This design comes from an exercise in tuning for small area on the open sky130 flow, not from production work. At most, simulation tests tie the RTL to the original design; equivalence was not proved. No functional check of the RTL was part of runs 3 and 4. No driver is modelled on the clock port, so clocking that relies on it looks cheaper here than on a real chip. Power and IR drop assume default switching activity.

`flow/flow/run.sh`:
```
#!/bin/bash
# Standard layout; clock tree with small leaf buffers and no dummy loads.
export CTS_ARGS="-sink_clustering_enable -repair_clock_nets -dont_use_dummy_load -root_buf sky130_fd_sc_hd__clkbuf_8 -buf_list sky130_fd_sc_hd__clkbuf_4"
bash standard.sh > standard.log 2>&1
```
`flow/design.v`:
```
module top (
    input  wire bb_clk_in,
    input  wire rst_h,
    output wire DATA1,
    output wire DATA2,
    input  wire COM1,
    input  wire COM2
);
wire clk = bb_clk_in;
reg       q2;
reg [1:0] c3;    
always @(posedge clk or posedge rst_h)
    if (rst_h) begin
        q2 <= 1'b0;
        c3 <= 2'd0;
    end else begin
        q2 <= ~q2;
        c3 <= {c3 != 2'd2, c3[1] ^ c3[0]};
    end
wire s2  = ~q2;
wire s3  = (c3 == 2'd3);
wire smp = (c3 == 2'd2);
reg r1, r2;          
reg a1, a2;      
reg rx_in;       
reg line;        
always @(posedge clk) begin
    r1 <= COM1;
    r2 <= COM2;
    if (smp) begin
        a1 <= COM1;
        a2 <= COM2;
        rx_in <= line ? a2 : a1;
    end
end
reg       in_q, in_qq;
reg [1:0] rsd;       
reg       rdec;      
reg [1:0] takt;
reg [3:0] bitc;
reg [7:0] rbyte;
reg       rpar;
wire spad = in_qq & ~in_q;
wire rfail = (rsd == 2'd0) && (takt == 2'd2);
wire dot  = in_qq;
wire rerr = (bitc == 4'd0)  ? dot :
            (bitc == 4'd9)  ? ~(dot ^ rpar) :
            (bitc == 4'd10) ? ~dot : 1'b0;
wire shift_en = (bitc != 4'd0) && (bitc < 4'd9);
wire rd_en = (rsd == 2'd3) && (takt == 2'd2) && (bitc == 4'd11);
always @(posedge clk or posedge rst_h)
    if (rst_h) begin
        rsd   <= 2'd0;
        rdec  <= 1'b0;
    end else if (s3) begin
        case (rsd)
        2'd0: begin
            rdec  <= 1'b0;
            if (spad) rsd <= 2'd1;
        end
        2'd1: if (takt == 2'd1) begin
            if (rerr) rsd <= 2'd0;
            else      rsd <= 2'd2;
        end
        2'd2: begin
            if (takt == 2'd3) rdec <= 1'b1;
            if (takt == 2'd1) begin
                if (rerr) rsd <= 2'd0;
                else if (bitc == 4'd10)
                    rsd <= 2'd3;
            end
        end
        default: begin
            if (spad) rsd <= 2'd1;
            else if (bitc == 4'd11 && takt == 2'd1) rsd <= 2'd0;
        end
        endcase
    end
always @(posedge clk)
    if (s3) begin
        in_q  <= rx_in;
        in_qq <= in_q;
        if (rsd == 2'd0 || (rsd == 2'd3 && spad)) begin
            takt <= 2'd0;
            bitc <= 4'd0;
        end else begin
            takt <= takt + 2'd1;
            if (takt == 2'd1) bitc <= bitc + 4'd1;
        end
        if (rsd == 2'd2 && takt == 2'd1 && shift_en) begin
            rbyte <= {dot, rbyte[7:1]};
            rpar  <= rpar ^ dot;
        end
        if (rsd == 2'd1) rpar <= 1'b0;
    end
localparam D_IDLE = 3'd0, D_HDR = 3'd1, D_BODY = 3'd2, D_CHECK = 3'd3, D_OK = 3'd4, D_BAD = 3'd5;
reg [2:0]  dst;
reg [1:0]  idx;
reg [15:0] rem;
reg [1:0]  cls;      
reg [15:0] rcrc;
wire rx_crc_step = s3 && (rsd == 2'd2) && (bitc == 4'd9 || bitc == 4'd10);
wire rx_crc_bit  = rbyte[{bitc[0], takt[1], ~takt[0]}];
wire front   = s3 && (rsd == 2'd2) && (takt == 2'd3) && !rdec;
wire rx_byte = s3 && rd_en;
wire rx_done = (dst == D_OK) || (dst == D_BAD);
wire rx_ok   = (dst == D_OK);
wire rx_busy = (dst != D_IDLE);
always @(posedge clk or posedge rst_h)
    if (rst_h)
        dst <= D_IDLE;
    else case (dst)
        D_IDLE: if (front) dst <= D_HDR;
        D_HDR: if (s3) begin
            if (rfail) dst <= D_BAD;
            else if (rd_en) begin
                if (idx == 2'd0 && rbyte != 8'ha5) dst <= D_BAD;
                else if (idx == 2'd3) dst <= D_BODY;
            end
        end
        D_BODY: if (s3) begin
            if (rfail) dst <= D_BAD;
            else if (rd_en && rem == 16'd0 && idx == 2'd1) dst <= D_CHECK;
        end
        D_CHECK: dst <= (rcrc == 16'd0) ? D_OK : D_BAD;
        default: dst <= D_IDLE;
    endcase
always @(posedge clk)
    if (dst == D_IDLE)
        rcrc <= 16'hffff;
    else if ((dst == D_HDR || dst == D_BODY) && rx_crc_step)
        rcrc <= {rcrc[14:0], 1'b0} ^ ((rcrc[15] ^ rx_crc_bit) ? 16'h1021 : 16'h0000);
always @(posedge clk)
    if (dst == D_IDLE) begin
        idx  <= 2'd0;
        cls  <= 2'd0;
    end else if ((dst == D_HDR || dst == D_BODY) && rx_byte) begin
        if (dst == D_HDR || rem == 16'd0) idx <= idx + 2'd1;
        if (dst == D_HDR) begin
            if (idx == 2'd1) cls <= {rbyte == 8'h04, rbyte[7:1] == 7'h01};
            if (idx == 2'd2) rem[15:8] <= rbyte;
            if (idx == 2'd3) rem[7:0] <= rbyte;
        end else if (rem != 16'd0)
            rem <= rem - 16'd1;
    end
reg [1:0] rxs;       
reg [4:0] rcnt;
always @(posedge clk or posedge rst_h)
    if (rst_h) begin
        rxs  <= 2'd0;
        line <= 1'b0;
    end else case (rxs)
        2'd0: if (s3 && (!r1 || !r2)) begin
            line <= r1;
            rxs  <= 2'd2;
        end
        2'd1: rxs <= 2'd0;
        2'd2: if (s3) begin
            if (rx_busy) rxs <= 2'd3;
            else if (rcnt == 5'd31) rxs <= 2'd1;
        end
        default: if (rx_done) rxs <= 2'd1;
    endcase
always @(posedge clk)
    if (rxs != 2'd2) rcnt <= 5'd0;
    else if (s3) rcnt <= rcnt + 5'd1;
localparam T_IDLE = 4'd0, T_WAIT = 4'd1, T_RX = 4'd2, T_P1 = 4'd3, T_P2 = 4'd4, T_P3 = 4'd5,
           T_S0 = 4'd6, T_S1 = 4'd7, T_S2 = 4'd8, T_SEND = 4'd9, T_CEND = 4'd10,
           T_F1 = 4'd11, T_F2 = 4'd12, T_F3 = 4'd13;
reg [3:0]  txs;
reg [4:0]  tcnt;
reg        ferr, fdat;
reg [10:0] M;        
reg [15:0] pcnt;     
reg        coding, out, tmo, acc;
reg [3:0]  count;
wire hdr    = (M[10:4] == 7'h7f);
wire crcreg = (M[10:4] == 7'h7e) && (M[3:1] == 3'b111);
wire crc_hi = fdat ? (M == 11'h7ee) : (M == 11'h7fe);
wire is_crc = crcreg || (hdr && M[2] && M[1] && !fdat);
reg [7:0] tbyte;
always @* begin
    if (hdr) begin
        case (M[2:0])
            3'd3:    tbyte = fdat ? 8'h12 : {7'h01, ferr};
            3'd4:    tbyte = fdat ? 8'h07 : 8'h00;
            3'd5:    tbyte = fdat ? 8'hf0 : 8'h00;
            3'd6:    tbyte = pcnt[15:8];
            3'd7:    tbyte = pcnt[7:0];
            default: tbyte = 8'hb6;
        endcase
    end else
        tbyte = M[7:0];
end
wire [2:0] bi = count[2:0] - 3'd2;   
wire [3:0] cj = {~M[0], bi};
reg [15:0] gmask;
reg        kbit, sbit0, sbit1;
always @* begin
    case (cj)
        4'd0: begin gmask = 16'he091; kbit = 1'b0; sbit0 = 1'b0; sbit1 = 1'b0; end
        4'd1: begin gmask = 16'hc122; kbit = 1'b1; sbit0 = 1'b0; sbit1 = 1'b0; end
        4'd2: begin gmask = 16'h8245; kbit = 1'b1; sbit0 = 1'b0; sbit1 = 1'b0; end
        4'd3: begin gmask = 16'h048b; kbit = 1'b1; sbit0 = 1'b1; sbit1 = 1'b1; end
        4'd4: begin gmask = 16'h0916; kbit = 1'b1; sbit0 = 1'b0; sbit1 = 1'b1; end
        4'd5: begin gmask = 16'hf2bd; kbit = 1'b1; sbit0 = 1'b1; sbit1 = 1'b0; end
        4'd6: begin gmask = 16'he57a; kbit = 1'b1; sbit0 = 1'b1; sbit1 = 1'b1; end
        4'd7: begin gmask = 16'hcaf4; kbit = 1'b0; sbit0 = 1'b1; sbit1 = 1'b1; end
        4'd8: begin gmask = 16'h95e9; kbit = 1'b1; sbit0 = 1'b0; sbit1 = 1'b1; end
        4'd9: begin gmask = 16'h2bd3; kbit = 1'b1; sbit0 = 1'b0; sbit1 = 1'b1; end
        4'd10: begin gmask = 16'h57a6; kbit = 1'b1; sbit0 = 1'b1; sbit1 = 1'b0; end
        4'd11: begin gmask = 16'haf4c; kbit = 1'b0; sbit0 = 1'b1; sbit1 = 1'b1; end
        4'd12: begin gmask = 16'hbe09; kbit = 1'b0; sbit0 = 1'b1; sbit1 = 1'b0; end
        4'd13: begin gmask = 16'h7c12; kbit = 1'b1; sbit0 = 1'b1; sbit1 = 1'b0; end
        4'd14: begin gmask = 16'hf824; kbit = 1'b0; sbit0 = 1'b0; sbit1 = 1'b0; end
        4'd15: begin gmask = 16'hf048; kbit = 1'b1; sbit0 = 1'b0; sbit1 = 1'b0; end
    endcase
end
wire crcbit = fdat ? ((^(pcnt & gmask)) ^ kbit) : (ferr ? sbit1 : sbit0);
wire dbit   = is_crc ? crcbit : tbyte[bi];
wire last = is_crc && M[0];    
wire load = s2 && coding && !last && (count == 4'd0);
reg  sel;
always @* begin
    case (count)
        4'd0:    sel = 1'b1;
        4'd1:    sel = tmo;
        4'd2, 4'd3, 4'd4, 4'd5, 4'd6, 4'd7, 4'd8, 4'd9:
                 sel = dbit;
        default: sel = acc;
    endcase
end
always @(posedge clk or posedge rst_h)
    if (rst_h)
        txs <= T_IDLE;
    else case (txs)
        T_IDLE: if (s3 && (!r1 || !r2)) txs <= T_WAIT;
        T_WAIT: if (s3) begin
            if (rx_busy) txs <= T_RX;
            else if (tcnt == 5'd31) txs <= T_IDLE;
        end
        T_RX: if (rx_done) txs <= (cls != 2'd0) ? T_P1 : T_IDLE;
        T_S0, T_S1, T_S2: if (s2) txs <= txs + 4'd1;
        T_SEND: if (s2 && coding && count == 4'd2 && crc_hi) txs <= T_CEND;
        T_CEND: if (s2 && !coding) txs <= T_F1;
        T_F3: txs <= T_IDLE;
        default: txs <= txs + 4'd1;
    endcase
always @(posedge clk) begin
    if (txs != T_WAIT) tcnt <= 5'd0;
    else if (s3) tcnt <= tcnt + 5'd1;
    if (txs == T_RX && rx_done) begin
        ferr <= !rx_ok;
        fdat <= rx_ok && cls[1];
    end
end
always @(posedge clk)
    if (txs == T_P3)
        M <= 11'h7f9;
    else if (load)
        M <= M + 11'd1;
always @(posedge clk or posedge rst_h)
    if (rst_h)
        pcnt <= 16'd0;
    else begin
        if (load && fdat && M == 11'h7fd) pcnt[7:0] <= pcnt[7:0] + 8'd1;
        if (txs == T_F1 && fdat && pcnt[7:0] == 8'd0) pcnt[15:8] <= pcnt[15:8] + 8'd1;
    end
always @(posedge clk or posedge rst_h)
    if (rst_h) begin
        coding <= 1'b0;
        out    <= 1'b1;
    end else if (s2) begin
        if (txs == T_S2) coding <= 1'b1;
        else if (tmo && count == 4'd1) coding <= 1'b0;
        out <= coding ? sel : 1'b1;
    end
always @(posedge clk)
    if (s2) begin
        count <= !coding ? 4'd0 : (count == 4'd10) ? 4'd0 : count + 4'd1;
        tmo   <= coding && ((count == 4'd10) ? last : tmo);
        acc   <= (count < 4'd2) ? 1'b1 : acc ^ sel;
    end
assign DATA1 = out;
assign DATA2 = out;
endmodule
```
`flow/config.mk`:
```
export PLATFORM = sky130hd
export DESIGN_NAME = top
export DESIGN_NICKNAME = top
export VERILOG_FILES = /design/flow/design.v
export SDC_FILE = /design/flow/constraint.sdc
export NUM_CORES = 4
export LEC_CHECK = 0
export CAP_MARGIN = 20
export CORE_MARGIN = 2
export CORE_UTILIZATION = 30
export SLEW_MARGIN = 20
```
`flow/constraint.sdc`:
```
create_clock -name core_clock -period 6.0 [get_ports {bb_clk_in}]
set_input_delay 1.2000 -clock core_clock [delete_from_list [all_inputs] [get_ports {bb_clk_in}]]
set_output_delay 1.2000 -clock core_clock [all_outputs]
set_load 0.01 [all_outputs]
```
`flow/standard.sh`:
```
#!/bin/bash
# synth_recipe.tcl (not shown) runs the flow's synth.tcl, then flattens the netlist and writes it again
# the make line also repeats each setting of config.mk as NAME=value (left out here)
make -C /OpenROAD-flow-scripts/flow DESIGN_CONFIG=/design/flow/config.mk WORK_HOME=/design/flow/orfs CLKGATE_MAP_FILE= SYNTH_SCRIPT=/design/flow/synth_recipe.tcl "${@:-finish}"
```
==> results of run 1 <==
worst max-delay path by stage:
| stage | startpoint | endpoint | slack, ps | cells after the start |
|---|---|---|---|---|
| floorplan | count[0] | acc | 2940 | 15 |
| global placement | count[1] | acc | 2030 | 13 |
| detailed placement | count[1] | acc | 1980 | 13 |
| CTS | count[1] | acc | 1970 | 13 |
| global route | count[1] | acc | 1650 | 13 |
| finish | count[1] | acc | 1950 | 13 |
layer usage:
layer  track usage, %  vias up  part of all wire (%)
met5                0        -                     0
met2             19.1       99                    46
met1             16.8     2613                    49
li1                 -     2785                     -
met4             3.51        0                   1.2
met3             2.84       12                   4.1
power by group:
part / internal, mW / leakage (nW) / switching (mW)
clock network: 0.139 / 0.0808 / 0.248
registers: 0.924 / 1.21 / 0.115
logic: 0.295 / 1.63 / 0.419
total: 1.36 / 2.92 / 0.782
per-stage QoR:
step	cell area, um2	hold slack, ps	cells	power, mW
finish	7660	436	1101	2.14
floorplan	7210	400	795	1.61
CTS	7660	444	1101	2.16
global route	7660	446	1101	2.31
detailed placement	7530	409	1084	1.77
global placement	7530	408	1084	1.76
layout by cell type (no fill, tap or decap), drive strengths merged, types with 3 or more instances in the layout:
| master | instances |
|---|---|
| a311oi | 3 |
| nand3 | 32 |
| inv | 39 |
| a21o | 3 |
| nand3b | 5 |
| nand4 | 19 |
| nand2 | 91 |
| a221oi | 4 |
| o31ai | 3 |
| a31oi | 7 |
| nor4 | 7 |
| xor2 | 18 |
| edfxtp | 44 |
| o21a | 3 |
| o211ai | 10 |
| and2 | 10 |
| dfrtp | 33 |
| nor2b | 16 |
| or3 | 10 |
| and4 | 3 |
| o21ai | 41 |
| nand2b | 12 |
| o311ai | 3 |
| xnor2 | 43 |
| mux4 | 4 |
| and3 | 10 |
| nor2 | 71 |
| clkdlybuf4s50 | 5 |
| buf | 4 |
| a22oi | 5 |
| ha | 45 |
| a21oi | 57 |
| mux2i | 11 |
| dfxtp | 43 |
| nor3 | 22 |
| clkbuf | 17 |
worst max-delay path: cells and delay by family (launching register included):
kind            cells  cell delay (ps)
xor+xnor            5              980
simple gates        2              270
fa+ha+maj           1             1040
flops               1              630
compound gates      5              870
state kept, by name, indices dropped and copies added, names as in the netlist, 5 cells and up:
signal and count:
tcnt 5, rcnt 5, rem 16, rbyte 8, rcrc 16, pcnt 16, M 11
cell families after synthesis:
group                      Yosys count  synth area share, %
adders and majority gates           45                 7.81
muxes                               17                 3.09
and+or+nand+nor                    315                 21.2
xor gates and xnor gates            62                 7.93
DFF                                121                 42.1
AOI/OAI and AO/OA                  157                 13.5
buffers and inverters               78                 4.36
layout make-up:
class / instances / share of cell area (%)
Sequential cell: 121 / 39.6
Tap cell: 319 / 5.21
Timing Repair Buffer: 9 / 1.05
Multi-Input combinational cell: 596 / 50.5
Clock buffer: 17 / 1.75
Inverter: 39 / 1.91
==> notes.md, run 1 <==
* Run status: finished clean
* CTS tree: done
* Share of layout cells above drive strength 1 at 4.48%
* Post-synth EDFFs at 44
* Top post-synthesis cells by area: edfxtp_1 18%, dfxtp_1 12%, dfrtp_1 11%, ha_1 7.8%, xnor2_1 5.0%
* Worst-path clk slew at 90 ps
* Cts bufs inserted at 17
* Worst min-delay path startpoint: rx_in
* Critical path cell sequence: ha_1, nor2b_1, nor3_1, a311o_1, xnor2_2, xnor2_1, xnor3_1, xnor2_1, a21oi_1, o21ai_2, a21oi_2, xnor2_1, o2bb2ai_1
* RR Startpoint: count[1]
* Row count at 56
* Fmax at 247 MHz
* Leakage at 2.92 nW
* Initial antenna violation count at 0
* Largest net degree at the start of global routing at 35
* Hold Fails Final Rpt at 0
* Top_reg_cell synth: edfxtp_1
* Fill count at 2,491
* Reg2reg end: acc
* Sequential Area at 0.00303 mm2
* Period utilization at 67.5%
* Cell taking the most area after synthesis: edfxtp_1
* First-pass GRT wire length at 25,500 um
* Post-Syn Instances at 795
* CP dominant cell by count: xnor2_1
* DR vias/cell at 5.00
* Total congestion overflow at 0
* YS warnings at 1
* Synthesized flop and latch total at 121
* Post-CTS Resized at 0
* Post-CTS Setup Inserts at 0
* Clock period minus worst slack at 4050 ps
* Setup violations, final at 0
* Nets@finish at 833
* Core Util, Final at 32.5%
* CTS H-tree lvls at 4
* Clock Sinks at 121
* RSZ-0062 raised after global routing: no
* Hold Path Cell Cnt at 0
* Max_slew headroom at 36.4%
* Worst-Skew Late Latency at 410 ps
* Setup_tns at 0 ps
* Avg Cell Area, Syn at 9.07 um2
* Initial drt markers at 400
* Max_cap viols at 0
* ANT cells at 0
* Residual DRC at 0
* Vias at 5,509
* Root Buffer: clkbuf_8
* Worst path required time at 6130 ps
* Final WS setup at 1950 ps
* Hold EP: in_q
* Top-count cell post-synth: nand2_1
* Post-CTS Hold Buffers at 0
* Number of library cell types mapped by synthesis at 64
* Area growth syn-to-layout at 6.27%
* Initial Utilization at 30.6%
* Vias in the first global route at 5,209
* Total track usage at 12.2%
* Worst-Margin Slew at 955 ps
* Power Density at 279 mW/mm2
* Area of the multi-input gates at 0.00387 mm2
* DIE HEIGHT at 159 um
* Flop2flop setup slack at 1950 ps
* First-pass DRT Iterations at 5
* Setup crit start kind: flip-flop
* Final WL at 14,900 um
* Core area at 0.0235 mm2
* I/O Pins at 6
* Crit. End Element: flip-flop
* Layout Skew at 42.7 ps
* Worst Path Arrival at 4180 ps
* Die width at 159 um
* Dpl hpwl at 10,900 um
* WL per Instance at 13.5 um
* Post-synthesis sequential area ratio at 42.1%
* Post-synth top cells: 91 x nand2_1, 71 x nor2_1, 56 x a21oi_1
* Fin. max-slew vios at 0
* PortBufs at 5
* Mapped Nets at 844
* Max Root-Sink Buffers at 2
* R2R cell count at 13
* WS Path Type: reg -> reg
* Max incr delay on CP at 1040 ps
* Worst Hold Class: reg -> reg
* Worst-path fanout max at 34
* Die ar. at 0.0253 mm2
* Area of the mapped netlist at 0.00721 mm2
* Slowest CP cell: ha_1
* Top-area cell type share of the netlist area at 18.3%
* Final ANT Viol Nets at 0
* Ys async rst share at 28.1%
* Post-Place Setup Slack at 1980 ps
* VDD IR max at 0.000128 V
* RePlAce Congestion at 0.884
==> run 2, diff against run 1 <==
==> flow/run.sh (new file) <==
#!/bin/bash
# synth_recipe.tcl (not shown) runs the flow's synth.tcl, then flattens the netlist and writes it again
# the make line also repeats each setting of config.mk as NAME=value (left out here)
make -C /OpenROAD-flow-scripts/flow DESIGN_CONFIG=/design/flow/config.mk WORK_HOME=/design/flow/orfs CLKGATE_MAP_FILE= SYNTH_SCRIPT=/design/flow/synth_recipe.tcl finish
--- a/flow/config.mk
+++ b/flow/config.mk
@@ -8,4 +8,5 @@
 export CAP_MARGIN = 20
 export CORE_MARGIN = 2
 export CORE_UTILIZATION = 30
+export CTS_BUF_LIST = sky130_fd_sc_hd__clkbuf_8
 export SLEW_MARGIN = 20
removed: flow/flow/run.sh
removed: flow/standard.sh
==> notes.md, run 2 <==
* ANT cells at 0
* Adder-cell share of the synthesized area at 7.81%
* PortBufs at 5
* Simple logic cell fraction of the synthesized area at 21.2%
* Synthesized flop and latch total at 121
* Top_reg_cell synth: edfxtp_1
* Setup_tns at 0 ps
* Worst-Margin Slew at 955 ps
* Worst path required time at 6180 ps
* Run status: finished clean
* Cts bufs inserted at 17
* Setup violations, final at 0
* Ys async rst share at 28.1%
* Final Power at 2.56 mW
* YS warnings at 1
* Total track usage at 12.4%
* First-pass GRT wire length at 25,700 um
* Area after DPL at 0.00753 mm2
* Initial antenna violation count at 0
* Worst-path fanout max at 34
* Fmax at 246 MHz
* Top post-synthesis cells by area: edfxtp_1 18%, dfxtp_1 12%, dfrtp_1 11%, ha_1 7.8%, xnor2_1 5.0%
* Total congestion overflow at 0
* CTS tree: done
* Post-CTS Resized at 0
* Post-synthesis sequential area ratio at 42.1%
* DIE HEIGHT at 159 um
* Power Density at 321 mW/mm2
* Leakage at 3.06 nW
* I/O Pins at 6
* Number of library cell types mapped by synthesis at 64
* First-pass DRT Iterations at 5
* Worst Hold Class: reg -> reg
* Layout Skew at 12.2 ps
* Period utilization at 67.7%
* Nets@finish at 833
* Post-CTS Setup Inserts at 0
* WS Path Type: reg -> reg
* Post-synthesis compound-gate area fraction at 13.5%
* Area growth syn-to-layout at 10.4%
* Largest family of logic cells by synthesized area: simple AND/OR/NAND/NOR gates
* Vias at 5,541
* Residual DRC at 0
* Initial Utilization at 30.6%
* Max_cap viols at 0
* Initial drt markers at 337
* Post-Syn Instances at 795
* RePlAce Congestion at 0.884
* Die width at 159 um
* Row count at 56
* Max Root-Sink Buffers at 2
* Clock Sinks at 121
* Largest net degree at the start of global routing at 35
* Top-count cell post-synth: nand2_1
* Mapped Nets at 844
* Clock period minus worst slack at 4060 ps
* Fin. max-slew vios at 0
* Dpl hpwl at 10,900 um
* Top flop regs: pcnt x16, rcrc x16, rem x16
* WL per Instance at 13.5 um
* Commonest non-fill, non-tap cells in the layout: 91 x nand2_1, 71 x nor2_1, 56 x a21oi_1
* Crit. End Element: flip-flop
* Post-synth EDFFs at 44
* Worst-path clk slew at 70 ps
* CTS H-tree lvls at 4
* DR vias/cell at 4.97
* Hold Fails Final Rpt at 0
* Max_slew headroom at 36.4%
* Post-Synth XOR/XNOR Area at 7.93%
* Share of layout cells above drive strength 1 at 5.90%
* Worst Path Arrival at 4250 ps
* Avg Cell Area, Syn at 9.07 um2
* VDD IR max at 0.000149 V
* Design area at 0.00796 mm2
* Root Buffer: clkbuf_8
* Cell taking the most area after synthesis: edfxtp_1
* Area of the mapped netlist at 0.00721 mm2
* Final WL at 15,100 um
* Top-area cell type share of the netlist area at 18.3%
* Commonest non-fill, non-tap cell in the layout: nand2_1
* Post-CTS Hold Buffers at 0
* Worst-Skew Late Latency at 450 ps
* Setup crit start kind: flip-flop
* Core Util, Final at 33.8%
* Mux cell area share after synthesis at 3.09%
* Final ANT Viol Nets at 0
* Vias in the first global route at 5,251
* RSZ-0062 raised after global routing: no
* Post-synth top cells: 91 x nand2_1, 71 x nor2_1, 56 x a21oi_1
* Die ar. at 0.0253 mm2
* Core area at 0.0235 mm2
==> run 2: logic make-up (layout without fill, tap and decap cells) <==
| family | after synthesis | after routing |
|---|---|---|
| simple gates | 315 | 315 |
| compound gates | 157 | 157 |
| flops | 121 | 121 |
| buf+inv | 78 | 80 |
| xor+xnor | 62 | 62 |
| fa+ha+maj | 45 | 45 |
| mux | 17 | 17 |
==> run 2: area by class of cell <==
cell class / instances / area (um2)
clock buffer: 19 / 262
clock inverter: 13 / 174
fill: 2456 / 15600
inverter: 39 / 146
multi-input combinational: 596 / 3870
sequential: 121 / 3030
tap: 319 / 399
timing repair buffer: 9 / 80.1
==> run 2: power by group <==
| group | switching, mW | internal, mW | leakage, nW |
|---|---|---|---|
| Clock | 0.331 | 0.472 | 0.227 |
| Combinational | 0.419 | 0.295 | 1.63 |
| Sequential | 0.116 | 0.924 | 1.21 |
==> run 2: routing by layer <==
layer | up-vias | wire length [um] | GRT usage [%]
li1 | 2797 | - | -
met1 | 2646 | 7450 | 16.9
met2 | 78 | 6830 | 19.2
met3 | 20 | 540 | 2.92
met4 | 0 | 231 | 4.26
met5 | - | 0 | 0
==> run 2: final timing paths <==
kind                                from      to  slack [ps]  cells after the start
worst min-delay path               rx_in    in_q         420                      0
worst min register to register     rx_in    in_q         420                      0
max in group asynchronous          rst_h     out        4490                      3
min in group asynchronous          rst_h  dst[1]        1160                      3
worst max-delay path            count[1]     acc        1940                     13
worst max register to register  count[1]     acc        1940                     13
==> run 2: stage by stage <==
| stage | worst slack (ps) | std cells | hold WS [ps] |
|---|---|---|---|
| 6_report | 1940 | 1116 | 420 |
| 5_1_grt | 1650 | 1116 | 431 |
| 4_1_cts | 1970 | 1116 | 425 |
| 3_5_place_dp | 1980 | 1084 | 409 |
| 3_3_place_gp | 2030 | 1084 | 408 |
| 2_1_floorplan | 2940 | 795 | 400 |
==> run 2: worst max-delay path: stages (launching register included) <==
cell and delay (ps):
edfxtp_1 630, ha_1 1040, nor2b_1 210, nor3_1 60, a311o_1 380, xnor2_2 170, xnor2_1 140, xnor3_1 420
xnor2_1 130, a21oi_1 180, o21ai_2 90, a21oi_2 150, xnor2_1 120, o2bb2ai_1 70
==> run 3, diff against run 2 <==
--- a/flow/design.v
+++ b/flow/design.v
@@ -96,12 +96,16 @@
 localparam D_IDLE = 3'd0, D_HDR = 3'd1, D_BODY = 3'd2, D_CHECK = 3'd3, D_OK = 3'd4, D_BAD = 3'd5;
 reg [2:0]  dst;
 reg [1:0]  idx;
-reg [15:0] rem;
+reg [15:0] rem;      
+reg        rdecr;    
+reg        rbor;     
 reg [1:0]  cls;      
 reg [15:0] rcrc;
 wire rx_crc_step = s3 && (rsd == 2'd2) && (bitc == 4'd9 || bitc == 4'd10);
 wire rx_crc_bit  = rbyte[{bitc[0], takt[1], ~takt[0]}];
 wire front   = s3 && (rsd == 2'd2) && (takt == 2'd3) && !rdec;
+wire rem_load = s3 && (rsd == 2'd2) && (takt == 2'd1) && shift_en && (dst == D_HDR) && idx[1];
+wire rem_step = s3 && (rsd == 2'd2) && rdecr && (bitc != 4'd0) && (bitc < 4'd5);
 wire rx_byte = s3 && rd_en;
 wire rx_done = (dst == D_OK) || (dst == D_BAD);
 wire rx_ok   = (dst == D_OK);
@@ -120,7 +124,7 @@
         end
         D_BODY: if (s3) begin
             if (rfail) dst <= D_BAD;
-            else if (rd_en && rem == 16'd0 && idx == 2'd1) dst <= D_CHECK;
+            else if (rd_en && !rdecr && idx == 2'd1) dst <= D_CHECK;
         end
         D_CHECK: dst <= (rcrc == 16'd0) ? D_OK : D_BAD;
         default: dst <= D_IDLE;
@@ -135,14 +139,22 @@
         idx  <= 2'd0;
         cls  <= 2'd0;
     end else if ((dst == D_HDR || dst == D_BODY) && rx_byte) begin
-        if (dst == D_HDR || rem == 16'd0) idx <= idx + 2'd1;
-        if (dst == D_HDR) begin
-            if (idx == 2'd1) cls <= {rbyte == 8'h04, rbyte[7:1] == 7'h01};
-            if (idx == 2'd2) rem[15:8] <= rbyte;
-            if (idx == 2'd3) rem[7:0] <= rbyte;
-        end else if (rem != 16'd0)
-            rem <= rem - 16'd1;
-    end
+        if (dst == D_HDR || !rdecr) idx <= idx + 2'd1;
+        if (dst == D_HDR && idx == 2'd1) cls <= {rbyte == 8'h04, rbyte[7:1] == 7'h01};
+    end
+always @(posedge clk) begin
+    if (s3 && rsd == 2'd1) begin
+        rdecr <= (dst == D_BODY) && (rem != 16'd0);
+        rbor  <= 1'b1;
+    end else if (rem_step)
+        rbor <= rbor & ~rem[8];
+    if (rem_load || rem_step) begin
+        rem[14:8] <= rem[15:9];
+        rem[6:0]  <= rem[7:1];
+        rem[7]    <= rem[8] ^ (rem_step & rbor);
+        rem[15]   <= rem_load ? dot : rem[0];
+    end
+end
 reg [1:0] rxs;       
 reg [4:0] rcnt;
 always @(posedge clk or posedge rst_h)
==> flow/flow/run.sh (new file) <==
#!/bin/bash
# Standard layout, except: clock tree with small buffers and no dummy loads,
# and the smallest buffer on each port.
export CTS_ARGS="-sink_clustering_enable -repair_clock_nets -dont_use_dummy_load -root_buf sky130_fd_sc_hd__clkbuf_8 -buf_list sky130_fd_sc_hd__clkbuf_4"
export BUFFER_PORTS_ARGS="-buffer_cell sky130_fd_sc_hd__buf_1"
bash standard.sh > standard.log 2>&1
==> flow/standard.sh (new file) <==
#!/bin/bash
# synth_recipe.tcl (not shown) runs the flow's synth.tcl, then flattens the netlist and writes it again
# the make line also repeats each setting of config.mk as NAME=value (left out here)
make -C /OpenROAD-flow-scripts/flow DESIGN_CONFIG=/design/flow/config.mk WORK_HOME=/design/flow/orfs CLKGATE_MAP_FILE= SYNTH_SCRIPT=/design/flow/synth_recipe.tcl "${@:-finish}"
--- a/flow/config.mk
+++ b/flow/config.mk
@@ -8,5 +8,4 @@
 export CAP_MARGIN = 20
 export CORE_MARGIN = 2
 export CORE_UTILIZATION = 30
-export CTS_BUF_LIST = sky130_fd_sc_hd__clkbuf_8
 export SLEW_MARGIN = 20
removed: flow/run.sh
==> notes.md, run 3 <==
* Synthesized flop and latch total at 123
* Top flop regs: pcnt x16, rcrc x16, rem x16
* Fin. max-slew vios at 0
* Vias in the first global route at 4,746
* Share of layout cells above drive strength 1 at 6.42%
* VDD IR max at 0.000158 V
* Post-synthesis sequential area ratio at 44.0%
* Dpl hpwl at 10,100 um
* Internal Pwr Total at 1.35 mW
* Slowest CP cell: edfxtp_1
* Initial antenna violation count at 0
* RSZ-0062 raised after global routing: no
* Commonest non-fill, non-tap cells in the layout: 79 x nand2_1, 62 x nor2_1, 45 x edfxtp_1
* Fmax at 265 MHz
* Final WL at 14,300 um
* Worst-Skew Late Latency at 420 ps
* Area of the mapped netlist at 0.00702 mm2
* Switching Share at 35.6%
* Worst-Margin Slew at 951 ps
* Largest net degree at the start of global routing at 39
* Setup crit start kind: flip-flop
* Run status: finished clean
* ANT cells at 0
* First-pass DRT Iterations at 5
* Worst-path clk slew at 130 ps
* Combinational share of power at 30.5%
* CP dominant cell by count: xnor2_1
* Top post-synthesis cells by area: edfxtp_1 19%, dfxtp_1 13%, dfrtp_1 12%, ha_1 7.7%, xnor2_1 4.2%
* Hold Fails Final Rpt at 0
* Post-synth top cells: 79 x nand2_1, 62 x nor2_1, 45 x edfxtp_1
* Hold Path Cell Cnt at 0
* Net Sw Power at 0.749 mW
* Residual DRC at 0
* First-pass GRT wire length at 24,200 um
* Period utilization at 62.8%
* Setup_tns at 0 ps
* Worst Path Arrival at 4010 ps
* Fill count at 2,372
* Mapped Nets at 755
* Clk pwr share at 18.9%
* Vias at 5,100
* Clock Sinks at 123
* Max_cap viols at 0
* Setup violations, final at 0
* Post-CTS Hold Buffers at 0
* Root Buffer: clkbuf_8
* Post-Syn Instances at 708
* Worst Hold Class: reg -> reg
* Register share of total power at 50.7%
* Core Util, Final at 32.5%
* Layout Skew at 35.8 ps
* Avg Cell Area, Syn at 9.91 um2
* CP Buf/Inv Count at 1
* Crit. End Element: flip-flop
* Non-Filler Instances at 1,014
* Post-CTS Resized at 0
* Max incr delay on CP at 830 ps
* Leakage at 2.83 nW
* YS warnings at 1
* Total congestion overflow at 0
* Cts bufs inserted at 17
* Die ar. at 0.0246 mm2
* RePlAce Congestion at 0.867
* CTS H-tree lvls at 4
* Clock period minus worst slack at 3770 ps
* Cell taking the most area after synthesis: edfxtp_1
* Total track usage at 12.3%
* Post-CTS Setup Inserts at 0
* R2R cell count at 12
* CP top delay family: XOR/XNOR gates
* Worst-path fanout max at 20
* Row count at 55
* Die width at 157 um
* Initial drt markers at 421
* WP depth at 12
* I/O Pins at 6
* Power Density at 284 mW/mm2
* Core area at 0.0228 mm2
* Max Root-Sink Buffers at 2
* DIE HEIGHT at 157 um
* RR Startpoint: count[1]
* Number of library cell types mapped by synthesis at 74
* PortBufs at 5
* Top-area cell type share of the netlist area at 19.3%
* Critical path cell sequence: inv_1, ha_1, nor2b_1, and2_1, o21ai_1, xor2_1, xnor3_1, xnor2_1, xnor2_1, a31oi_4, o21a_1, o31ai_2
* DR vias/cell at 5.03
* Top_reg_cell synth: edfxtp_1
* Cell total after placement at 997
* Post-Place Setup Slack at 1920 ps
* Worst min-delay path startpoint: rem[12]
* Commonest non-fill, non-tap cell in the layout: nand2_1
* Worst path required time at 6240 ps
* CTS tree: done
* Max_slew headroom at 36.0%
* Nets@finish at 750
* CP startpoint: count[1]
* Post-synth EDFFs at 45
* Final WS setup at 2230 ps
* Ys async rst share at 27.6%
* Final ANT Viol Nets at 0
* Initial Utilization at 30.8%
* Top-count cell post-synth: nand2_1
* WL per Instance at 14.1 um
* WS Path Type: reg -> reg
* Area growth syn-to-layout at 5.55%
-- run 3: power groups by stage --
stage          combinational [mW]  clock [mW]  sequential, mW
3_5_place_dp                0.640           0            1.08
3_3_place_gp                0.629           0            1.08
5_1_grt                     0.721       0.441            1.08
6_report                    0.640       0.397            1.06
4_1_cts                     0.640       0.416            1.06
2_1_floorplan               0.576           0            1.02
-- run 3: cell type report --
class                           count  area [um2]  area share (%)
Clock buffer                       17         134            1.81
Timing Repair Buffer                9        48.8           0.659
Sequential cell                   123        3080            41.7
Inverter                           34         128            1.72
Multi-Input combinational cell    518        3620            48.9
Tap cell                          313         392            5.29
-- run 3: stage by stage --
step,hold WS [ps],cell area [um2],total power [mW]
global placement,403,7270,1.71
CTS,441,7400,2.12
detailed placement,409,7270,1.72
floorplan,400,7020,1.60
global route,442,7400,2.25
finish,440,7400,2.10
-- run 3: worst paths after layout --
kind                            to  slack, ps
setup / recovery               acc       2230
hold / removal             rem[11]        440
setup reg to reg               acc       2230
hold reg to reg            rem[11]        440
max in group asynchronous  pcnt[7]       4750
min in group asynchronous    c3[1]        860
-- run 3: cell families (layout without fill, tap and decap cells) --
family / count (synthesis) / count (layout) / share of synthesized area (%)
flip-flops: 123 / 123 / 44.0
adder cells (fa/ha/maj): 43 / 43 / 7.67
AND/OR/NAND/NOR: 254 / 254 / 17.8
multiplexers: 32 / 32 / 5.53
buffers and inverters: 67 / 60 / 4.49
AO/OA/AOI/OAI: 134 / 134 / 13.5
XOR/XNOR: 55 / 55 / 7.06
-- run 3: metal layers --
metal  GRT usage, %  part of all wire [%]  vias up
li1               -                     -     2523
met1           17.6                    50     2449
met2           18.5                    44      110
met3           2.64                   4.0       18
met4           4.19                   1.7        0
met5              0                     0        -
-- run 3: worst register-to-register path, cell delays in order, from the launching register on --
cell and delay [ps]:
edfxtp_1 830, inv_1 260, ha_1 460, nor2b_1 180, and2_1 190, o21ai_1 150, xor2_1 160, xnor3_1 420
xnor2_1 150, xnor2_1 260, a31oi_4 140, o21a_1 230, o31ai_2 170
==> run 4, diff against run 3 <==
--- a/flow/config.mk
+++ b/flow/config.mk
@@ -5,7 +5,7 @@
 export SDC_FILE = /design/flow/constraint.sdc
 export NUM_CORES = 4
 export LEC_CHECK = 0
-export CAP_MARGIN = 20
+export CAP_MARGIN = 0
 export CORE_MARGIN = 2
 export CORE_UTILIZATION = 30
-export SLEW_MARGIN = 20
+export SLEW_MARGIN = 0
==> notes.md, run 4 <==
* Max_slew headroom at 27.6%
* Fmax at 245 MHz
* Die ar. at 0.0246 mm2
* CP startpoint: count[1]
* Mapped Nets at 755
* RR Startpoint: count[1]
* Hold Path Cell Cnt at 0
* DIE HEIGHT at 157 um
* Final WS setup at 1910 ps
* Initial antenna violation count at 0
* Area after DPL at 0.00727 mm2
* Worst-path clk slew at 100 ps
* Commonest non-fill, non-tap cell in the layout: nand2_1
* CTS H-tree lvls at 4
* Cell total after placement at 997
* Initial Utilization at 30.8%
* Initial drt markers at 384
* Post-synth EDFFs at 45
* Post-Place Setup Slack at 1920 ps
* Flop2flop setup slack at 1910 ps
* Period utilization at 68.1%
* CTS tree: done
* Worst path required time at 6240 ps
* Vias in the first global route at 4,746
* Worst-Skew Late Latency at 420 ps
* ANT cells at 0
* VDD IR max at 0.000160 V
* RSZ-0062 raised after global routing: no
* Design area at 0.00740 mm2
* Top flop regs: pcnt x16, rcrc x16, rem x16
* Top post-synthesis cells by area: edfxtp_1 19%, dfxtp_1 13%, dfrtp_1 12%, ha_1 7.7%, xnor2_1 4.2%
* Non-Filler Instances at 1,014
* WS Path Type: reg -> reg
* Worst min-delay path startpoint: rx_in
* Cell taking the most area after synthesis: edfxtp_1
* Avg Cell Area, Syn at 9.91 um2
* Top-area cell type share of the netlist area at 19.3%
* Worst-Margin Slew at 1090 ps
* Area growth syn-to-layout at 5.51%
* PortBufs at 5
* RePlAce Congestion at 0.867
* Hold EP: in_q
* Post-CTS Hold Buffers at 0
* Crit. End Element: flip-flop
* Worst Path Arrival at 4320 ps
* Share of layout cells above drive strength 1 at 6.28%
* Top_reg_cell synth: edfxtp_1
* Clock Sinks at 123
* YS warnings at 1
* Number of library cell types mapped by synthesis at 74
* Final ANT Viol Nets at 0
* First-pass DRT Iterations at 5
* Setup violations, final at 0
* Core Util, Final at 32.5%
* Hold Fails Final Rpt at 0
* Layout Skew at 35.8 ps
* Post-CTS Setup Inserts at 0
* Fin. max-slew vios at 0
* Fill count at 2,371
* Setup_tns at 0 ps
* Max_cap viols at 0
* Total congestion overflow at 0
* Worst-path fanout max at 38
* Row count at 55
* Cts bufs inserted at 17
* Final WL at 14,300 um
* Commonest non-fill, non-tap cells in the layout: 79 x nand2_1, 62 x nor2_1, 45 x edfxtp_1
* Vias at 5,057
* Core area at 0.0228 mm2
* Post-synth top cells: 79 x nand2_1, 62 x nor2_1, 45 x edfxtp_1
* Ys async rst share at 27.6%
* Setup crit start kind: flip-flop
* Clock period minus worst slack at 4090 ps
* Run status: finished clean
* Post-synthesis sequential area ratio at 44.0%
* First-pass GRT wire length at 24,200 um
* Synthesized flop and latch total at 123
* Leakage at 2.84 nW
* Final Power at 2.10 mW
* Nets@finish at 750
* Reg2reg end: acc
* WHS at 440 ps
* Power Density at 284 mW/mm2
* Residual DRC at 0
* WL per Instance at 14.1 um
* Worst Hold Class: reg -> reg
* Total track usage at 12.3%
* DR vias/cell at 4.99
* Post-Syn Instances at 708
* Dpl hpwl at 10,100 um
* Die width at 157 um
* Top-count cell post-synth: nand2_1
* Post-CTS Resized at 0
* Area of the mapped netlist at 0.00702 mm2
* Root Buffer: clkbuf_8
* R2R cell count at 11
* Max Root-Sink Buffers at 2
* I/O Pins at 6
* Largest net degree at the start of global routing at 39
[run 4: kinds of logic after synthesis]
kind of cell | Yosys count | synth area share (%)
buf+inv | 67 | 4.49
flops | 123 | 44.0
xor+xnor | 55 | 7.06
simple gates | 254 | 17.8
compound gates | 134 | 13.5
fa+ha+maj | 43 | 7.67
mux | 32 | 5.53
[run 4: layout make-up]
type | instances | area (um2) | area share [%]
multi-input combinational | 518 | 3620 | 48.9
sequential | 123 | 3080 | 41.7
tap | 313 | 392 | 5.29
clock buffer | 17 | 134 | 1.81
inverter | 34 | 128 | 1.72
timing repair buffer | 9 | 48.8 | 0.659
[run 4: worst max-delay path, stage by stage (launching register included)]
cell	delay (ps)
edfxtp_1	700
ha_1	1160
nand2_1	180
o211ai_1	160
o311ai_2	160
xor2_1	180
xnor3_1	420
xnor2_1	150
xnor2_1	260
a31oi_4	130
o21a_1	230
o31ai_2	170
[run 4: worst max path at each step]
| stage | end |
|---|---|
| 3_3_place_gp | acc |
| 6_report | acc |
| 5_1_grt | acc |
| 2_1_floorplan | acc |
| 3_5_place_dp | acc |
| 4_1_cts | acc |
[run 4: per-layer routing]
layer,vias to the layer above,GRT usage (%),wire (um)
met5,-,0,0
met4,0,4.19,230
met3,16,2.64,483
met2,97,18.5,6290
met1,2425,17.6,7280
li1,2519,-,-
[run 4: power breakdown]
| group | switching (mW) | internal, mW |
|---|---|---|
| Combinational | 0.369 | 0.271 |
| Sequential | 0.121 | 0.943 |
| Clock | 0.258 | 0.139 |
| Total | 0.748 | 1.35 |
==> run 5, diff against run 4 <==
--- a/flow/design.v
+++ b/flow/design.v
@@ -34,64 +34,54 @@
     end
 end
 reg       in_q, in_qq;
-reg [1:0] rsd;       
+reg       ract;      
 reg       rdec;      
 reg [1:0] takt;
-reg [3:0] bitc;
+reg [3:0] bitc;      
 reg [7:0] rbyte;
 reg       rpar;
+wire rs_start = ract && (bitc == 4'd0);
+wire rs_wnw   = ract && (bitc == 4'd11);
+wire rs_recv  = ract && !rs_start && !rs_wnw;
 wire spad = in_qq & ~in_q;
-wire rfail = (rsd == 2'd0) && (takt == 2'd2);
+wire rfail = !ract && (takt == 2'd2);
 wire dot  = in_qq;
 wire rerr = (bitc == 4'd0)  ? dot :
             (bitc == 4'd9)  ? ~(dot ^ rpar) :
             (bitc == 4'd10) ? ~dot : 1'b0;
 wire shift_en = (bitc != 4'd0) && (bitc < 4'd9);
-wire rd_en = (rsd == 2'd3) && (takt == 2'd2) && (bitc == 4'd11);
-always @(posedge clk or posedge rst_h)
-    if (rst_h) begin
-        rsd   <= 2'd0;
+wire rd_en = rs_wnw && (takt == 2'd2);
+always @(posedge clk or posedge rst_h)
+    if (rst_h) begin
+        ract  <= 1'b0;
         rdec  <= 1'b0;
     end else if (s3) begin
-        case (rsd)
-        2'd0: begin
-            rdec  <= 1'b0;
-            if (spad) rsd <= 2'd1;
-        end
-        2'd1: if (takt == 2'd1) begin
-            if (rerr) rsd <= 2'd0;
-            else      rsd <= 2'd2;
-        end
-        2'd2: begin
-            if (takt == 2'd3) rdec <= 1'b1;
-            if (takt == 2'd1) begin
-                if (rerr) rsd <= 2'd0;
-                else if (bitc == 4'd10)
-                    rsd <= 2'd3;
-            end
-        end
-        default: begin
-            if (spad) rsd <= 2'd1;
-            else if (bitc == 4'd11 && takt == 2'd1) rsd <= 2'd0;
-        end
-        endcase
+        if (!ract) begin
+            rdec <= 1'b0;
+            if (spad) ract <= 1'b1;
+        end else if (rs_wnw) begin
+            if (!spad && takt == 2'd1) ract <= 1'b0;
+        end else begin
+            if (rs_recv && takt == 2'd3) rdec <= 1'b1;
+            if (takt == 2'd1 && rerr) ract <= 1'b0;
+        end
     end
 always @(posedge clk)
     if (s3) begin
         in_q  <= rx_in;
         in_qq <= in_q;
-        if (rsd == 2'd0 || (rsd == 2'd3 && spad)) begin
+        if (!ract || (rs_wnw && spad)) begin
             takt <= 2'd0;
             bitc <= 4'd0;
         end else begin
             takt <= takt + 2'd1;
             if (takt == 2'd1) bitc <= bitc + 4'd1;
         end
-        if (rsd == 2'd2 && takt == 2'd1 && shift_en) begin
+        if (rs_recv && takt == 2'd1 && shift_en) begin
             rbyte <= {dot, rbyte[7:1]};
             rpar  <= rpar ^ dot;
         end
-        if (rsd == 2'd1) rpar <= 1'b0;
+        if (rs_start) rpar <= 1'b0;
     end
 localparam D_IDLE = 3'd0, D_HDR = 3'd1, D_BODY = 3'd2, D_CHECK = 3'd3, D_OK = 3'd4, D_BAD = 3'd5;
 reg [2:0]  dst;
@@ -101,11 +91,11 @@
 reg        rbor;     
 reg [1:0]  cls;      
 reg [15:0] rcrc;
-wire rx_crc_step = s3 && (rsd == 2'd2) && (bitc == 4'd9 || bitc == 4'd10);
+wire rx_crc_step = s3 && rs_recv && (bitc == 4'd9 || bitc == 4'd10);
 wire rx_crc_bit  = rbyte[{bitc[0], takt[1], ~takt[0]}];
-wire front   = s3 && (rsd == 2'd2) && (takt == 2'd3) && !rdec;
-wire rem_load = s3 && (rsd == 2'd2) && (takt == 2'd1) && shift_en && (dst == D_HDR) && idx[1];
-wire rem_step = s3 && (rsd == 2'd2) && rdecr && (bitc != 4'd0) && (bitc < 4'd5);
+wire front   = s3 && rs_recv && (takt == 2'd3) && !rdec;
+wire rem_load = s3 && rs_recv && (takt == 2'd1) && shift_en && (dst == D_HDR) && idx[1];
+wire rem_step = s3 && ract && rdecr && (bitc != 4'd0) && (bitc < 4'd5);
 wire rx_byte = s3 && rd_en;
 wire rx_done = (dst == D_OK) || (dst == D_BAD);
 wire rx_ok   = (dst == D_OK);
@@ -143,7 +133,7 @@
         if (dst == D_HDR && idx == 2'd1) cls <= {rbyte == 8'h04, rbyte[7:1] == 7'h01};
     end
 always @(posedge clk) begin
-    if (s3 && rsd == 2'd1) begin
+    if (s3 && rs_start) begin
         rdecr <= (dst == D_BODY) && (rem != 16'd0);
         rbor  <= 1'b1;
     end else if (rem_step)
==> flow/flow/run.sh (replaced) <==
#!/bin/bash
# Standard layout, except: clock tree with small buffers and no dummy loads,
# and the smallest buffer on each port.
export CTS_ARGS="-sink_clustering_enable -repair_clock_nets -dont_use_dummy_load -buf_list {sky130_fd_sc_hd__clkbuf_4 sky130_fd_sc_hd__clkbuf_8}"
export BUFFER_PORTS_ARGS="-buffer_cell sky130_fd_sc_hd__buf_1"
bash standard.sh > standard.log 2>&1
--- a/flow/config.mk
+++ b/flow/config.mk
@@ -5,7 +5,7 @@
 export SDC_FILE = /design/flow/constraint.sdc
 export NUM_CORES = 4
 export LEC_CHECK = 0
-export CAP_MARGIN = 0
+export CAP_MARGIN = 20
 export CORE_MARGIN = 2
 export CORE_UTILIZATION = 30
-export SLEW_MARGIN = 0
+export SLEW_MARGIN = 20
==> notes.md, run 5 <==
* Cell taking the most area after synthesis: edfxtp_1
* ANT cells at 0
* First-pass GRT wire length at 24,000 um
* Post-Syn Instances at 719
* Vias in the first global route at 4,791
* Cell total after placement at 975
* Ys async rst share at 27.0%
* Nets@finish at 751
* Post-CTS Setup Inserts at 0
* Post-synth EDFFs at 45
* Area growth syn-to-layout at 6.54%
* Top flop regs: pcnt x16, rcrc x16, rem x16
* Die ar. at 0.0242 mm2
* Run status: finished clean
* WS Path Type: reg -> reg
* Slowest CP cell: ha_1
* Flop2flop setup slack at 2080 ps
* Setup violations, final at 0
* Setup crit start kind: flip-flop
* PortBufs at 5
* Post-CTS Resized at 0
* Post-synthesis sequential area ratio at 44.3%
* CTS tree: done
* Commonest non-fill, non-tap cells in the layout: 72 x nand2_1, 61 x nor2_1, 45 x edfxtp_1
* Clock Sinks at 122
* YS warnings at 1
* RSZ-0062 raised after global routing: no
* Combinational share of power at 29.8%
* Area of the mapped netlist at 0.00691 mm2
* Top post-synthesis cells by area: edfxtp_1 20%, dfxtp_1 13%, dfrtp_1 12%, ha_1 6.9%, xnor2_1 4.6%
* RePlAce Congestion at 0.836
* VDD IR max at 0.000203 V
* Setup_tns at 0 ps
* Number of library cell types mapped by synthesis at 74
* Core area at 0.0226 mm2
* CTS H-tree lvls at 4
* Worst-path clk slew at 70 ps
* Max_slew headroom at 33.1%
* Final WL at 14,600 um
* Layout Skew at 36.1 ps
* Area after DPL at 0.00712 mm2
* Vias at 5,165
* Hold Fails Final Rpt at 0
* Design area at 0.00736 mm2
* WL per Instance at 14.7 um
* CP dominant cell by count: xnor2_1
* Root Buffer: clkbuf_8
* Dpl hpwl at 10,200 um
* Total track usage at 12.3%
* Share of layout cells above drive strength 1 at 5.80%
* Die width at 156 um
* Critical path cell sequence: ha_1, inv_1, a21oi_1, o21ai_1, xor2_1, xnor3_1, xnor2_1, xnor2_1, a31oi_1, a2bb2oi_1, o32ai_1
* Worst-path fanout max at 30
* Fin. max-slew vios at 0
* Top-area cell type share of the netlist area at 19.6%
* Post-CTS Hold Buffers at 0
* Post-synth top cells: 72 x nand2_1, 61 x nor2_1, 45 x edfxtp_1
* DR vias/cell at 5.21
* Internal Pwr Total at 1.46 mW
* Synthesized flop and latch total at 122
* Mapped Nets at 761
* Initial Utilization at 30.5%
* Net Sw Power at 0.812 mW
* Register share of total power at 47.0%
* Clock period minus worst slack at 3920 ps
* Worst path required time at 6170 ps
* Fmax at 255 MHz
* Worst-Skew Late Latency at 440 ps
* Period utilization at 65.3%
* Row count at 55
* Top_reg_cell synth: edfxtp_1
* Clk pwr share at 23.2%
* First-pass DRT Iterations at 5
* Final ANT Viol Nets at 0
* Worst Path Arrival at 4090 ps
* Max Root-Sink Buffers at 2
* Leakage at 2.79 nW
* Avg Cell Area, Syn at 9.60 um2
* Non-Filler Instances at 992
* Power Density at 309 mW/mm2
* I/O Pins at 6
* Max_cap viols at 0
* DIE HEIGHT at 156 um
* Cts bufs inserted at 17
* Initial antenna violation count at 0
* Commonest non-fill, non-tap cell in the layout: nand2_1
* Top-count cell post-synth: nand2_1
* Max incr delay on CP at 970 ps
* Initial drt markers at 515
* Switching Share at 35.7%
* Worst-Margin Slew at 1000 ps
* Largest net degree at the start of global routing at 35
* Residual DRC at 0
* Total congestion overflow at 0
* Crit. End Element: flip-flop
* Worst Hold Class: reg -> reg
[run 5: cell count changes after synthesis, moves of 6 or more]
cell     before  now
a21oi_1      26   35
nand3_1      17   23
nand2_1      79   72
nor3_1       10   16
[run 5: worst paths after layout]
kind | start | endpoint | depth (start not counted)
setup / recovery | count[1] | acc | 11
hold / removal | rx_in | in_q | 0
setup reg to reg | count[1] | acc | 11
hold reg to reg | rx_in | in_q | 0
max in group asynchronous | rst_h | rxs[1] | 3
min in group asynchronous | rst_h | coding | 3
[run 5: critical path, delay by kind of cell (launching register included)]
family / cells / cell delay [ps]
buffers and inverters: 1 / 310
AO/OA/AOI/OAI: 5 / 850
flip-flops: 1 / 640
XOR/XNOR: 4 / 880
adder cells (fa/ha/maj): 1 / 970
[run 5: layout make-up]
cell class / count / area, um2
tap: 285 / 357
multi-input combinational: 529 / 3550
sequential: 122 / 3060
inverter: 31 / 116
timing repair buffer: 8 / 41.3
fill: 2284 / 15300
clock buffer: 17 / 234
[run 5: through the flow]
step	setup WS [ps]	util, %	hold WS [ps]	total power, mW
floorplan	2860	-	400	1.61
global placement	2210	31.5	416	1.74
detailed placement	2160	31.5	414	1.75
CTS	2140	32.5	442	2.29
global route	1760	32.5	464	2.42
finish	2080	32.5	438	2.27
[run 5: kinds of logic (layout without fill, tap and decap cells)]
logic type | count (synthesis) | in the layout | share of synthesized area [%]
muxes | 27 | 27 | 4.33
AOI/OAI and AO/OA | 149 | 149 | 14.2
DFF | 122 | 122 | 44.3
and+or+nand+nor | 263 | 263 | 19.2
adders and majority gates | 38 | 38 | 6.89
xor gates and xnor gates | 52 | 52 | 6.79
buffers and inverters | 68 | 56 | 4.29
[run 5: power by group through the flow]
stage / Clock, mW / Sequential, mW / Combinational [mW]
after floorplan: 0 / 1.02 / 0.584
after global placement: 0 / 1.08 / 0.662
after detailed placement: 0 / 1.08 / 0.667
after CTS: 0.551 / 1.06 / 0.671
after global routing: 0.577 / 1.08 / 0.756
final: 0.527 / 1.07 / 0.677
[run 5: layer usage]
layer,global-route usage [%],share of wire [%]
met5,0,0
met4,3.84,1.3
met3,2.78,4.3
met2,19.3,46
met1,16.9,48
==> run 6, diff against run 5 <==
==> flow/flow/run.sh (replaced) <==
#!/bin/bash
# Standard layout, except: clock tree with small buffers and no dummy loads
# (leaf buffers that drive many flip-flops are then upsized, see
# post_cts.tcl), and the smallest buffer on each port.
export CTS_ARGS="-sink_clustering_enable -repair_clock_nets -dont_use_dummy_load -root_buf sky130_fd_sc_hd__clkbuf_8 -buf_list sky130_fd_sc_hd__clkbuf_4"
export BUFFER_PORTS_ARGS="-buffer_cell sky130_fd_sc_hd__buf_1"
export POST_CTS_TCL="$(pwd)/flow/post_cts.tcl"
bash standard.sh > standard.log 2>&1
==> flow/flow/post_cts.tcl (new file) <==
set block [ord::get_db_block]
set n 0
foreach inst [$block getInsts] {
  if {[[$inst getMaster] getName] != "sky130_fd_sc_hd__clkbuf_4"} { continue }
  set net [[$inst findITerm X] getNet]
  if {$net == "NULL"} { continue }
  set fo [expr {[llength [$net getITerms]] - 1}]
  if {$fo > 8} {
    replace_cell [get_cells [$inst getName]] sky130_fd_sc_hd__clkbuf_8
    incr n
  }
}
puts "post_cts: upsized $n clock buffers"
detailed_placement
check_placement -verbose
estimate_parasitics -placement
==> notes.md, run 6 <==
* Reg2reg end: acc
* Area of the multi-input gates at 0.00355 mm2
* Slowest CP cell: ha_1
* M2 GR Usage at 19.3%
* Mapped Nets at 761
* First-pass DRT Iterations at 4
* Crit. End Element: flip-flop
* Vias in the first global route at 4,819
* CTS tree: done
* Fill count at 2,290
* Worst-Margin Slew at 1010 ps
* WHS at 430 ps
* Worst-Skew Late Latency at 430 ps
* Layout Skew at 34.3 ps
* DIE HEIGHT at 156 um
* Initial antenna violation count at 0
* Clock Sinks at 122
* Top flop regs: pcnt x16, rcrc x16, rem x16
* DR vias/cell at 5.16
* RR Startpoint: count[1]
* Die ar. at 0.0242 mm2
* Max incr delay on CP at 980 ps
* Sequential Area at 0.00306 mm2
* Final WL at 14,500 um
* Clock period minus worst slack at 3910 ps
* Post-synth top cells: 72 x nand2_1, 61 x nor2_1, 45 x edfxtp_1
* Setup violations, final at 0
* WS Path Type: reg -> reg
* Mux cell area share after synthesis at 4.33%
* Routing usage on met1 at 17.0%
* Largest family of logic cells by synthesized area: simple AND/OR/NAND/NOR gates
* Period utilization at 65.1%
* Largest net degree at the start of global routing at 35
* Hold Fails Final Rpt at 0
* R2R cell count at 11
* Die width at 156 um
* Max_slew headroom at 32.3%
* Worst path required time at 6150 ps
* Adder-cell share of the synthesized area at 6.89%
* I/O Pins at 6
* Top-count cell post-synth: nand2_1
* Combinational share of power at 30.8%
* Worst min-delay path startpoint: rem[3]
* Total track usage at 12.4%
* CP dominant cell by count: xnor2_1
* Cell taking the most area after synthesis: edfxtp_1
* Ys async rst share at 27.0%
* First-pass GRT wire length at 24,100 um
* WL per Instance at 14.6 um
* YS warnings at 1
* Area of the mapped netlist at 0.00691 mm2
* Core area at 0.0226 mm2
* Post-Syn Instances at 719
* Switching Share at 36.6%
* Initial drt markers at 435
* Dpl hpwl at 10,200 um
* Number of library cell types mapped by synthesis at 74
* Net Sw Power at 0.802 mW
* GRT Max-Usage Layer: met2
* Initial Utilization at 30.5%
* Fin. max-slew vios at 0
* Synthesized flop and latch total at 122
* Worst Hold Class: reg -> reg
* M3 GR Usage at 2.64%
* RePlAce Congestion at 0.836
* Avg Cell Area, Syn at 9.60 um2
* Post-synthesis sequential area ratio at 44.3%
* Leakage at 2.76 nW
* Register share of total power at 48.6%
* VDD IR max at 0.000200 V
* Fmax at 256 MHz
* Internal Pwr Total at 1.39 mW
* Max_cap viols at 0
* Residual DRC at 0
* Worst Path Arrival at 4050 ps
* Setup_tns at 0 ps
* Top_reg_cell synth: edfxtp_1
* Worst-path fanout max at 30
* Post-synth EDFFs at 45
* Top post-synthesis cells by area: edfxtp_1 20%, dfxtp_1 13%, dfrtp_1 12%, ha_1 6.9%, xnor2_1 4.6%
* Critical path cell sequence: ha_1, inv_1, a21oi_1, o21ai_1, xor2_1, xnor3_1, xnor2_1, xnor2_1, a31oi_1, a2bb2oi_1, o32ai_1
* Hold Path Cell Cnt at 0
* Worst-path clk slew at 90 ps
* Setup crit start kind: flip-flop
* Row count at 55
* ANT cells at 0
* Post-synthesis compound-gate area fraction at 14.2%
* Vias at 5,119
* Final Power at 2.19 mW
* Commonest non-fill, non-tap cell in the layout: nand2_1
* Clk pwr share at 20.5%
* Post-Synth XOR/XNOR Area at 6.79%
* Total congestion overflow at 0
* Simple logic cell fraction of the synthesized area at 19.2%
* PortBufs at 5
* Nets@finish at 751
* Commonest non-fill, non-tap cells in the layout: 72 x nand2_1, 61 x nor2_1, 45 x edfxtp_1
* Area growth syn-to-layout at 5.64%
* Share of layout cells above drive strength 1 at 5.80%
* RSZ-0062 raised after global routing: no
* Hold EP: rem[2]
* Power Density at 301 mW/mm2
* Run status: finished clean
* Top-area cell type share of the netlist area at 19.6%
* Final ANT Viol Nets at 0
* Flop2flop setup slack at 2090 ps
run 6: cell types whose count changed in the layout (fill, tap and decap cells not counted):
cell,delta
clkbuf_8,-10
clkbuf_4,+10
run 6: per-layer routing:
layer,vias up,wire (um)
li1,2546,-
met1,2460,7140
met2,88,6610
met3,25,443
met4,0,301
met5,-,0
run 6: how the worst max path moves through the flow:
| stage | startpoint | slack [ps] | depth (start not counted) | endpoint |
|---|---|---|---|---|
| after global routing | count[1] | 1760 | 11 | acc |
| after detailed placement | count[1] | 2160 | 11 | acc |
| after global placement | count[1] | 2210 | 11 | acc |
| after floorplan | count[1] | 2860 | 12 | acc |
| final | count[1] | 2090 | 11 | acc |
run 6: area by class of cell:
type | count | area share, %
clock buffer | 17 | 2.35
inverter | 31 | 1.60
multi-input combinational | 529 | 48.7
sequential | 122 | 41.9
tap | 285 | 4.89
timing repair buffer | 8 | 0.566
run 6: power by group through the flow:
stage / Sequential, mW / Combinational (mW) / Clock [mW]
after global routing: 1.08 / 0.756 / 0.500
final: 1.07 / 0.677 / 0.450
after global placement: 1.08 / 0.662 / 0
after detailed placement: 1.08 / 0.667 / 0
after floorplan: 1.02 / 0.584 / 0
run 6: through the flow:
stage                     setup WS, ps  cell area (um2)  utilization [%]  cells
final                             2090             7290             32.2    992
after global routing              1760             7290             32.2    992
after detailed placement          2160             7120             31.5    975
after global placement            2210             7120             31.5    975
after floorplan                   2860             6910                -    719
run 6: critical path: cells and delay by family (launching register included):
kind                     cells  cell delay (ps)
AO/OA/AOI/OAI                5              840
XOR/XNOR                     4              880
adder cells (fa/ha/maj)      1              980
buffers and inverters        1              310
flip-flops                   1              640
run 6: cells by family after synthesis:
group / count (synthesis)
and+or+nand+nor: 263
AOI/OAI and AO/OA: 149
DFF: 122
buffers and inverters: 68
xor gates and xnor gates: 52
adders and majority gates: 38
muxes: 27
==> run 7, diff against run 6 <==
--- a/flow/design.v
+++ b/flow/design.v
@@ -170,7 +170,6 @@
            T_S0 = 4'd6, T_S1 = 4'd7, T_S2 = 4'd8, T_SEND = 4'd9, T_CEND = 4'd10,
            T_F1 = 4'd11, T_F2 = 4'd12, T_F3 = 4'd13;
 reg [3:0]  txs;
-reg [4:0]  tcnt;
 reg        ferr, fdat;
 reg [10:0] M;        
 reg [15:0] pcnt;     
@@ -239,7 +238,7 @@
         T_IDLE: if (s3 && (!r1 || !r2)) txs <= T_WAIT;
         T_WAIT: if (s3) begin
             if (rx_busy) txs <= T_RX;
-            else if (tcnt == 5'd31) txs <= T_IDLE;
+            else if (M[4:0] == 5'd31) txs <= T_IDLE;
         end
         T_RX: if (rx_done) txs <= (cls != 2'd0) ? T_P1 : T_IDLE;
         T_S0, T_S1, T_S2: if (s2) txs <= txs + 4'd1;
@@ -249,8 +248,6 @@
         default: txs <= txs + 4'd1;
     endcase
 always @(posedge clk) begin
-    if (txs != T_WAIT) tcnt <= 5'd0;
-    else if (s3) tcnt <= tcnt + 5'd1;
     if (txs == T_RX && rx_done) begin
         ferr <= !rx_ok;
         fdat <= rx_ok && cls[1];
@@ -259,7 +256,9 @@
 always @(posedge clk)
     if (txs == T_P3)
         M <= 11'h7f9;
-    else if (load)
+    else if (txs == T_IDLE)
+        M <= 11'd0;
+    else if (load || (txs == T_WAIT && s3))
         M <= M + 11'd1;
 always @(posedge clk or posedge rst_h)
     if (rst_h)
==> notes.md, run 7 <==
* Worst-Margin Slew at 926 ps
* Hold Fails Final Rpt at 0
* Core Util, Final at 32.5%
* Combinational share of power at 32.8%
* Total congestion overflow at 0
* Synthesized flop and latch total at 117
* Net Sw Power at 0.791 mW
* Uppermost layer routed: met4
* RSZ-0062 raised after global routing: no
* Top-count cell post-synth: nand2_1
* WL per Instance at 14.6 um
* Mux cell area share after synthesis at 5.12%
* Largest net degree at the start of global routing at 34
* Setup_tns at 0 ps
* Leakage at 2.71 nW
* Post-Syn Instances at 694
* Fin. max-slew vios at 0
* Hold Path Cell Cnt at 0
* Residual DRC at 0
* Worst Hold Class: reg -> reg
* CTS tree: done
* Worst min-delay path startpoint: rx_in
* Power Density at 303 mW/mm2
* Initial antenna violation count at 0
* Max incr delay on CP at 1030 ps
* ANT cells at 0
* Setup violations, final at 0
* Worst-path fanout max at 32
* Post-Synth XOR/XNOR Area at 6.80%
* WS Path Type: reg -> reg
* Fmax at 244 MHz
* Post-synthesis compound-gate area fraction at 14.3%
* Slowest CP cell: ha_1
* Simple logic cell fraction of the synthesized area at 18.5%
* Mapped Nets at 735
* Max_slew headroom at 38.3%
* CP dominant cell by count: xnor2_1
* Largest family of logic cells by synthesized area: simple AND/OR/NAND/NOR gates
* Commonest non-fill, non-tap cells in the layout: 70 x nand2_1, 62 x nor2_1, 45 x edfxtp_1
* Number of library cell types mapped by synthesis at 69
* DIE HEIGHT at 154 um
* Worst path required time at 6160 ps
* Worst Path Arrival at 4250 ps
* Cell taking the most area after synthesis: edfxtp_1
* Clock period minus worst slack at 4100 ps
* Top_reg_cell synth: edfxtp_1
* CP Buf/Inv Count at 1
* Run status: finished clean
* Worst-path clk slew at 70 ps
* Layout Skew at 27.5 ps
* Post-synthesis sequential area ratio at 44.1%
* I/O Pins at 6
* WL met1 at 7020 um
* Die ar. at 0.0236 mm2
* Hold EP: in_q
* CP top delay family: adder cells
* RePlAce Congestion at 0.851
* Share of layout cells above drive strength 1 at 5.99%
* First-pass GRT wire length at 23,700 um
* Final Power at 2.15 mW
* RR Startpoint: count[1]
* Avg Cell Area, Syn at 9.68 um2
* Max_cap viols at 0
* Commonest non-fill, non-tap cell in the layout: nand2_1
* Adder-cell share of the synthesized area at 6.89%
* Core area at 0.0219 mm2
* Area growth syn-to-layout at 6.02%
* Reg2reg end: acc
* Dpl hpwl at 10,000 um
* Top-area cell type share of the netlist area at 20.1%
* DR vias/cell at 5.15
* Die width at 154 um
* DR WL met3 at 558 um
* Top post-synthesis cells by area: edfxtp_1 20%, dfrtp_1 12%, dfxtp_1 12%, ha_1 6.9%, nand2_1 3.9%
* Clk pwr share at 19.4%
* Post-synth EDFFs at 45
* Initial Utilization at 30.7%
* Period utilization at 68.3%
* Vias in the first global route at 4,711
* Setup crit start kind: flip-flop
* Row count at 54
* Post-synth top cells: 70 x nand2_1, 62 x nor2_1, 45 x edfxtp_1
* Total track usage at 12.3%
* Post-Place Setup Slack at 1940 ps
* Critical path cell sequence: ha_1, inv_2, mux4_2, nand2_1, xnor2_1, xnor3_1, xnor2_1, xor2_1, o211ai_2, nor3b_1, a211o_1
* First-pass DRT Iterations at 5
* Initial drt markers at 327
* Area after DPL at 0.00695 mm2
* Register share of total power at 47.8%
* R2R cell count at 11
* Ys async rst share at 28.2%
* WHS at 426 ps
* Final WS setup at 1900 ps
* Final ANT Viol Nets at 0
* Non-Filler Instances at 964
* Design area at 0.00712 mm2
* PortBufs at 5
* Internal Pwr Total at 1.36 mW
* Clock Sinks at 117
* Worst-Skew Late Latency at 410 ps
* Crit. End Element: flip-flop
* Cell total after placement at 947
[run 7: changes by cell type after synthesis, moves of 4 or more]
cell,before,now
a21oi_1,35,30
a32oi_1,4,0
dfxtp_1,44,39
nor2b_1,13,8
o211ai_1,8,14
xnor2_1,36,30
[run 7: how the worst max path moves through the flow]
stage                   from   to  slack (ps)  cells past startpoint
finish              count[1]  acc        1900                     11
floorplan           count[1]  acc        2970                     11
global placement    count[1]  acc        2050                     11
global route        count[1]  acc        1660                     11
detailed placement  count[1]  acc        1940                     11
[run 7: cell type report]
type | instances | area (um2)
inverter | 34 | 128
sequential | 117 | 2960
fill | 2278 | 14800
clock buffer | 17 | 159
multi-input combinational | 508 | 3480
tap | 280 | 350
timing repair buffer | 8 | 41.3
[run 7: power groups by stage]
stage	clock (mW)	sequential, mW	combinational, mW
6_report	0.418	1.03	0.706
2_1_floorplan	0	0.977	0.627
3_3_place_gp	0	1.04	0.699
5_1_grt	0.466	1.04	0.790
3_5_place_dp	0	1.05	0.701
[run 7: metal layers]
| layer | vias to the layer above | GRT usage (%) |
|---|---|---|
| met5 | - | 0 |
| met4 | 0 | 4.46 |
| met3 | 17 | 2.51 |
| met2 | 97 | 19.0 |
| met1 | 2372 | 17.0 |
| li1 | 2478 | - |
[run 7: kinds of logic after synthesis]
kind of cell / Yosys count
XOR/XNOR: 49
adder cells (fa/ha/maj): 37
multiplexers: 29
AND/OR/NAND/NOR: 251
AO/OA/AOI/OAI: 142
flip-flops: 117
buffers and inverters: 69
